From an optimization exercise on the open Yosys and OpenROAD flow, aimed at small area; shortcuts taken in it are not production practice.
Function was checked by simulation only, so behaviour that the tests miss may differ from the original.
Power is estimated from default activity; no workload was simulated.

### design/flow/run.sh
#!/bin/bash
# synth_recipe.tcl (not shown) runs the flow's synth.tcl, then flattens the netlist and writes it again
# the make line also repeats each setting of config.mk as NAME=value (left out here)
make -C /OpenROAD-flow-scripts/flow DESIGN_CONFIG=/design/flow/config.mk WORK_HOME=/design/flow/orfs CLKGATE_MAP_FILE= SYNTH_SCRIPT=/design/flow/synth_recipe.tcl finish
### design/flow/design.v
`timescale 1ns / 1ps
module clock_div (
    input  logic clock,
    input  logic reset,
    output logic div_clock,
    output logic tick
    );
logic half;
assign tick = half & ~div_clock;
always_ff @(posedge clock or posedge reset)
    if (reset) begin
        half      <= 1'b0;
        div_clock <= 1'b0;
    end
    else begin
        half      <= ~half;
        div_clock <= div_clock ^ half;
    end
endmodule
`timescale 1ns / 1ps
module vga_controller (
    input  logic       clk,
    input  logic       ce,
    input  logic       reset,
    output logic [5:0] h2, v2,    
    output logic [5:0] h1, v1,    
    output logic       h_sync, v_sync, disp_en
    );
    logic f1, f2;    
    logic hw;
    assign hw = (h2 == 6'd55);
    assign h1 = f2 ? (hw ? 6'd0 : h2 + 6'd1) : 6'd0;
    assign v1 = f2 ? (hw ? ((v2 == 6'd62) ? 6'd0 : v2 + 6'd1) : v2) : 6'd0;
    always_ff @(posedge clk or posedge reset)
        if (reset) begin
            h2 <= 6'd0;
            v2 <= 6'd0;
            f1 <= 1'b0;
            f2 <= 1'b0;
        end
        else if (ce) begin
            h2 <= h1;
            v2 <= v1;
            f1 <= 1'b1;
            f2 <= f1;
        end
    assign h_sync  = ~(h2 == 6'd53 || h2 == 6'd54);
    assign v_sync  = ~(v2 == 6'd61);
    assign disp_en = f2 & (h2 < 6'd50) & (v2 < 6'd60);
endmodule
`timescale 1ns / 1ps
module line_drawer (
    input  logic [11:0] nx0, ny0, nx1, ny1,
    input  logic [5:0]  h,       
    input  logic [5:0]  v,       
    input  logic        clk,
    input  logic        ce,
    input  logic        rst,
    output logic [5:0]  px, py
    );
    logic [11:0] x0, y0, x1, y1;
    logic        st_set, st_loop;    
    logic        loh;                
    logic [5:0]  w;
    logic [11:0] n;
    logic [12:0] hd;
    logic        pend;               
    logic [12:0] ddx, ddy;
    logic        sx, sy, ex, ey;
    logic [11:0] adx, ady;
    assign ddx = {1'b0, x1} - {1'b0, x0};
    assign ddy = {1'b0, y1} - {1'b0, y0};
    assign sx  = ddx[12];            
    assign sy  = ddy[12];            
    assign ex  = (x0 == x1);
    assign ey  = (y0 == y1);
    assign adx = sx ? -ddx[11:0] : ddx[11:0];
    assign ady = sy ? -ddy[11:0] : ddy[11:0];
    logic [12:0] u;                  
    assign u = {1'b0, ady} - {1'b0, adx};
    logic [11:0] dw, dn, w0, w1, nst;
    logic        ndir, big, ew;
    assign dw   = loh ? adx : ady;
    assign dn   = loh ? ady : adx;
    assign w0   = loh ? (sx ? x1 : x0) : (sy ? y1 : y0);
    assign w1   = loh ? (sx ? x0 : x1) : (sy ? y0 : y1);
    assign ew   = loh ? ex : ey;
    assign nst  = loh ? (sx ? y1 : y0) : x0;
    assign ndir = loh ? (~sx & ~sy & ~ey) : ~sx;
    assign big  = |w0[11:6];
    logic        at_w1, adv, fin, pos;
    assign at_w1 = big ? ew : (w1[11:6] == 6'd0 && w1[5:0] == w);
    assign adv   = ~big & (loh ? ({1'b0, h} + 7'd1 == {1'b0, w})
                               : (v == w && n[11:6] == 6'd0 && h > n[5:0]));
    assign fin   = loh ? at_w1 : pend;
    assign pos   = ~hd[12];
    logic [12:0] opa, opb, hsum;
    logic        cin;
    always_comb begin
        if (st_set) begin
            opa = {1'b0, dn};
            opb = ~{2'b0, dw[11:1]};
            cin = 1'b0;
        end
        else begin
            opa = hd;
            if (pos) begin
                opb = loh ? u : ~u;    
                cin = ~loh;
            end
            else begin
                opb = {1'b0, dn};
                cin = 1'b0;
            end
        end
    end
    assign hsum = opa + opb + {12'd0, cin};
    logic [5:0] wenc, nenc;
    assign wenc = big ? 6'h3f : w;
    assign nenc = (n[11:6] != 6'd0) ? 6'h3f : n[5:0];
    always_ff @(posedge clk or posedge rst)
        if (rst) begin
            x0      <= 12'd2;
            y0      <= 12'd7;
            x1      <= 12'd9;
            y1      <= 12'd2;
            st_set  <= 1'b0;
            st_loop <= 1'b0;
            loh     <= 1'b0;
            px      <= 6'h3f;
            py      <= 6'h3f;
        end
        else if (ce) begin
            {x0, y0, x1, y1} <= {nx0, ny0, nx1, ny1};
            if (~st_set & ~st_loop) begin
                if (~ex & ~ey)
                    loh <= u[12];
                st_set <= 1'b1;
            end
            if (st_set) begin
                st_set  <= 1'b0;
                st_loop <= 1'b1;
            end
            if (st_loop) begin
                px <= loh ? wenc : nenc;
                py <= loh ? nenc : wenc;
                if (fin) begin
                    st_set  <= 1'b1;
                    st_loop <= 1'b0;
                end
            end
            if (x0 != nx0 || y0 != ny0 || x1 != nx1 || y1 != ny1) begin
                st_set  <= 1'b0;
                st_loop <= 1'b0;
            end
        end
    always_ff @(posedge clk)
        if (ce) begin
            if (st_set) begin
                w    <= w0[5:0];
                n    <= nst;
                hd   <= hsum;
                pend <= 1'b0;
            end
            else if (st_loop & adv) begin
                w    <= w + 6'd1;
                pend <= at_w1;
                hd   <= hsum;
                if (pos)
                    n <= ndir ? n + 12'd1 : n - 12'd1;
            end
        end
endmodule
`timescale 1ns / 1ps
module drawing_line_top(
    input logic clk,
    input logic rst,
    output logic Hsync,
    output logic Vsync,
    output logic [3:0] vgaRed,
    output logic [3:0] vgaGreen,
    output logic [3:0] vgaBlue,
    input logic [11:0] x0,y0,x1,y1,
    output logic disp_en,
    output logic vga_clk,
    output logic [11:0] v_cntr, h_cntr
    );
    logic vga_ce;
    clock_div vga_clk_mod(.clock(clk), .reset(rst), .div_clock(vga_clk), .tick(vga_ce));
    logic [5:0] h2, v2, h1, v1;
    vga_controller vgatxt(.clk(clk), .ce(vga_ce), .reset(rst), .h2(h2), .v2(v2), .h1(h1), .v1(v1),
                          .h_sync(Hsync), .v_sync(Vsync), .disp_en(disp_en));
    assign h_cntr = {6'd0, h2};
    assign v_cntr = {6'd0, v2};
    logic [5:0] px, py;
    line_drawer drw1(.nx0(x0), .ny0(y0), .nx1(x1), .ny1(y1), .h(h1), .v(v1),
                     .clk(clk), .ce(vga_ce), .rst(rst), .px(px), .py(py));
    logic hit;
    always_ff @(posedge clk)
        if (vga_ce)
            hit <= (h1 == px) && (v1 == py);
    assign vgaRed   = {4{disp_en}};
    assign vgaGreen = {4{disp_en & ~hit}};
    assign vgaBlue  = {4{disp_en & ~hit}};
endmodule
### design/flow/config.mk
export PLATFORM = sky130hd
export DESIGN_NAME = drawing_line_top
export DESIGN_NICKNAME = drawing_line_top
export VERILOG_FILES = /design/flow/design.v
export SDC_FILE = /design/flow/constraint.sdc
export NUM_CORES = 4
export LEC_CHECK = 0
export CAP_MARGIN = 20
export CORE_MARGIN = 2
export CORE_UTILIZATION = 40
export SLEW_MARGIN = 20
### design/flow/constraint.sdc
create_clock -name core_clock -period 10.0 [get_ports {clk}]
set_input_delay 2.0000 -clock core_clock [delete_from_list [all_inputs] [get_ports {clk}]]
set_output_delay 2.0000 -clock core_clock [all_outputs]
set_load 0.01 [all_outputs]
==> results.json <==
{
  "drtIter0Drc": 601,
  "rsz0062_at_grt": "false",
  "cp_slowest_cell": "dfstp_2",
  "core_sq_mm": 0.0260,
  "synth_top_area_share_pct": 14.2,
  "antenna_found_initial": 0,
  "syn_inst": 1214,
  "fin_crit_ns": 6.46,
  "ys_seq_area_share_pct": 28.3,
  "finClkSkew_ns": 0.0164,
  "wl_per_cell_microns": 18.7,
  "antenna_left": 0,
  "cts_hold_buf": 0,
  "hold_violations": 0,
  "synthArstFlopShare_pct": 70.5,
  "synth-edff-count": 33,
  "irDropWorstVdd_mv": 0.140,
  "hold_class": "register to register",
  "clockRootBuffer": "clkbuf_16",
  "clock_latency_ns": 0.38,
  "synth-seq-cells": 112,
  "final.fill_count": 2544,
  "io_buffer_count": 77,
  "synth_area_leaders": "dfrtp_1 (14%), edfxtp_1 (9.4%), ha_1 (8.8%)",
  "clockBufferDepth": 2,
  "status": "timing/DRC/antenna clean",
  "cts_htree_levels": 3,
  "route.detailed.drc": 0,
  "cellLeakagePower_nw": 4.96,
  "die_h_microns": 166,
  "critPathMaxStageDelay_ns": 0.60,
  "powerDensity_mw_per_mm2": 176,
  "max_cap_viol_count": 0,
  "fmax_mhz": 155,
  "cp.arrival_ns": 6.58,
  "grt_first_pass_wirelength_microns": 47100,
  "drv_slew": 0,
  "cts.sinks": 112,
  "ios": 90,
  "grt_max_degree": 66,
  "grt_pass1_vias": 8456,
  "die_w_microns": 166,
  "cts_resized": 0,
  "synth_top_area_cell": "dfrtp_1",
  "end_kind": "register",
  "final_layout_size_suffix_gt1_share_pct": 10.2,
  "syn_to_final_growth_pct": 11.8,
  "synth_warnings": 4,
  "dr_total_vias": 8831,
  "yosys.cell_types.count": 80,
  "routed_wl_microns": 29700,
  "max_slew_margin_pct": 46.1,
  "start_util_pct": 40.6,
  "ys.flop_type": "dfrtp_1",
  "dp_hpwl_microns": 23200,
  "n_antenna_cell": 0,
  "finalSetupViolations": 0,
  "cts_made_buffers": 9,
  "p_total_mw": 2.07,
  "clkTransAtPathRegs_ns": 0.09,
  "dieArea_sq_mm": 0.0277,
  "synth_area_per_cell_sq_um": 8.70,
  "grt_use_total_pct": 21.3,
  "cts_tree": "yes",
  "whs_ns": 0.473,
  "grt_overflow": 0,
  "gp_congestion": 0.910,
  "num_rows": 59,
  "nets": 1375,
  "dr.pass1.iters": 6,
  "viasPerCell": 5.57,
  "cts_setup_buffers": 0,
  "cp_common_cell": "a21oi_1",
  "fin_crit_sh_pct": 64.6,
  "cp.required_ns": 10.13,
  "setup_tns_ns": 0,
  "path_class": "register to register",
  "cp_max_fo": 25,
  "cp-start-kind": "register",
  "worstMarginPinSlew_ns": 0.802,
  "synthesis.area_sq_mm": 0.0106
}
-- path summary, 6_finish.rpt --
| kind | start | endpoint | slack (ns) | depth (start not counted) |
|---|---|---|---|---|
| min reg2reg | vga_clk_mod.half | vga_clk_mod.half | 0.47 | 1 |
| min in group asynchronous | rst | drw1.y0[7] | 2.05 | 2 |
| min | vga_clk_mod.half | vga_clk_mod.half | 0.47 | 1 |
| max reg2reg | drw1.y0[0] | drw1.hd[12] | 3.54 | 28 |
| max in group asynchronous | rst | drw1.loh | 6.89 | 3 |
| max | drw1.y0[0] | drw1.hd[12] | 3.54 | 28 |
-- registers in the layout, summed over array words and instances (netlist names), 12 cells and up --
signal and count:
drw1.y0 12, drw1.y1 12, drw1.x0 12, drw1.hd 13
drw1.x1 12, drw1.n 12
-- kinds of logic after synthesis --
| kind of cell | synth area share [%] |
|---|---|
| xor+xnor | 14.1 |
| fa+ha+maj | 9.90 |
| buf+inv | 6.39 |
| flops | 28.3 |
| other cells | 0.0355 |
| mux | 6.87 |
| simple gates | 14.7 |
| compound gates | 19.7 |
-- synth_stat cells, types with 4 or more instances --
master / count
mux2_2: 44
or3_1: 12
xor2_1: 84
o211ai_1: 36
buf_1: 10
or2_2: 4
inv_1: 76
nand2_1: 131
nand4_1: 15
clkbuf_1: 36
fa_1: 6
o22ai_1: 13
o21a_1: 8
o21bai_1: 8
a211oi_1: 11
nor2_1: 77
a21oi_1: 62
a31oi_1: 7
buf_4: 23
o21ai_0: 95
nand3_1: 20
mux2i_1: 23
xnor3_1: 4
xnor2_1: 65
and2_1: 6
dfstp_2: 19
nor4_1: 19
nand2b_1: 10
nor3_1: 19
buf_2: 8
edfxtp_1: 33
ha_1: 74
a21o_1: 22
dfrtp_1: 60
a211oi_2: 6
-- per-layer routing --
| layer | track usage (%) | share of wire [%] |
|---|---|---|
| met2 | 35.5 | 48 |
| met1 | 28.8 | 45 |
| met5 | 0 | 0 |
| met3 | 3.14 | 5.5 |
| met4 | 6.52 | 2.5 |
-- area by class of cell --
class | count | area [sq um] | area share, %
Clock buffer | 9 | 225 | 1.91
Clock inverter | 7 | 73.8 | 0.625
Inverter | 77 | 290 | 2.46
Multi-Input combinational cell | 959 | 6970 | 59.0
Sequential cell | 112 | 2990 | 25.4
Tap cell | 335 | 419 | 3.55
Timing Repair Buffer | 86 | 838 | 7.10
-- placed cells by master (no fill, tap or decap), types with 10 or more instances in the layout --
| cell | n |
|---|---|
| a211oi_1 | 11 |
| a21o_1 | 22 |
| a21oi_1 | 61 |
| clkdlybuf4s50_1 | 77 |
| conb_1 | 12 |
| dfrtp_1 | 58 |
| dfstp_2 | 19 |
| edfxtp_1 | 33 |
| ha_1 | 73 |
| inv_1 | 75 |
| mux2_2 | 44 |
| mux2i_1 | 23 |
| nand2_1 | 131 |
| nand2b_1 | 10 |
| nand3_1 | 20 |
| nand4_1 | 15 |
| nor2_1 | 77 |
| nor3_1 | 19 |
| nor4_1 | 17 |
| o211ai_1 | 36 |
| o21ai_0 | 95 |
| o22ai_1 | 13 |
| or3_1 | 12 |
| xnor2_1 | 65 |
| xor2_1 | 84 |
-- worst max-delay path, delay by kind of cell (launching register included) --
family,cells,cell delay (ns)
xor gates and xnor gates,2,0.32
buffers and inverters,3,0.48
AOI/OAI and AO/OA,11,2.23
and+or+nand+nor,8,0.85
DFF,1,0.60
adders and majority gates,4,1.70
-- stage by stage --
| stage | std cells | setup slack (ns) | cell area (sq um) | utilization (%) |
|---|---|---|---|---|
| floorplan | 1225 | 4.19 | 10600 | - |
| global route | 1585 | 2.96 | 11800 | 45.4 |
| detailed placement | 1569 | 3.55 | 11500 | 44.2 |
| global placement | 1569 | 3.65 | 11500 | 44.2 |
| finish | 1585 | 3.54 | 11800 | 45.4 |
| CTS | 1585 | 3.54 | 11800 | 45.4 |
-- power by group --
part	leakage (nW)	internal [mW]	switching [mW]	total, mW
registers	1.19	0.519	0.0398	0.559
logic	3.62	0.502	0.626	1.13
clock network	0.144	0.178	0.208	0.386
total	4.96	1.20	0.873	2.07

## what the ideal ports hide
No port has a modelled driver above. Below, the same layout with a new extraction and two added sets of constraints.
Step 1 (the two cells are an assumption about what drives the block):
set clk [get_ports {clk}]
set_driving_cell -lib_cell sky130_fd_sc_hd__clkbuf_16 $clk
set_driving_cell -lib_cell sky130_fd_sc_hd__buf_2 [delete_from_list [all_inputs] $clk]
Step 2 moves the port delays by t, midway between the first and last clock arrival at a register: inputs arrive t later, outputs are due t later. That takes back most of the time a late clock gives input paths.
Slacks: no drivers / after step 1 / after step 2; pairs: no drivers / after step 1.
t, ns: 0.418
setup slack, ns: 3.544 / 3.544 / 3.544
hold slack, ns: 0.473 / 0.473 / 0.473
worst setup path at the end: register to register
After both steps this run still meets setup and hold. The setup slack of this run moves by 0.000 ns with the drivers and by 0.000 ns with both steps.
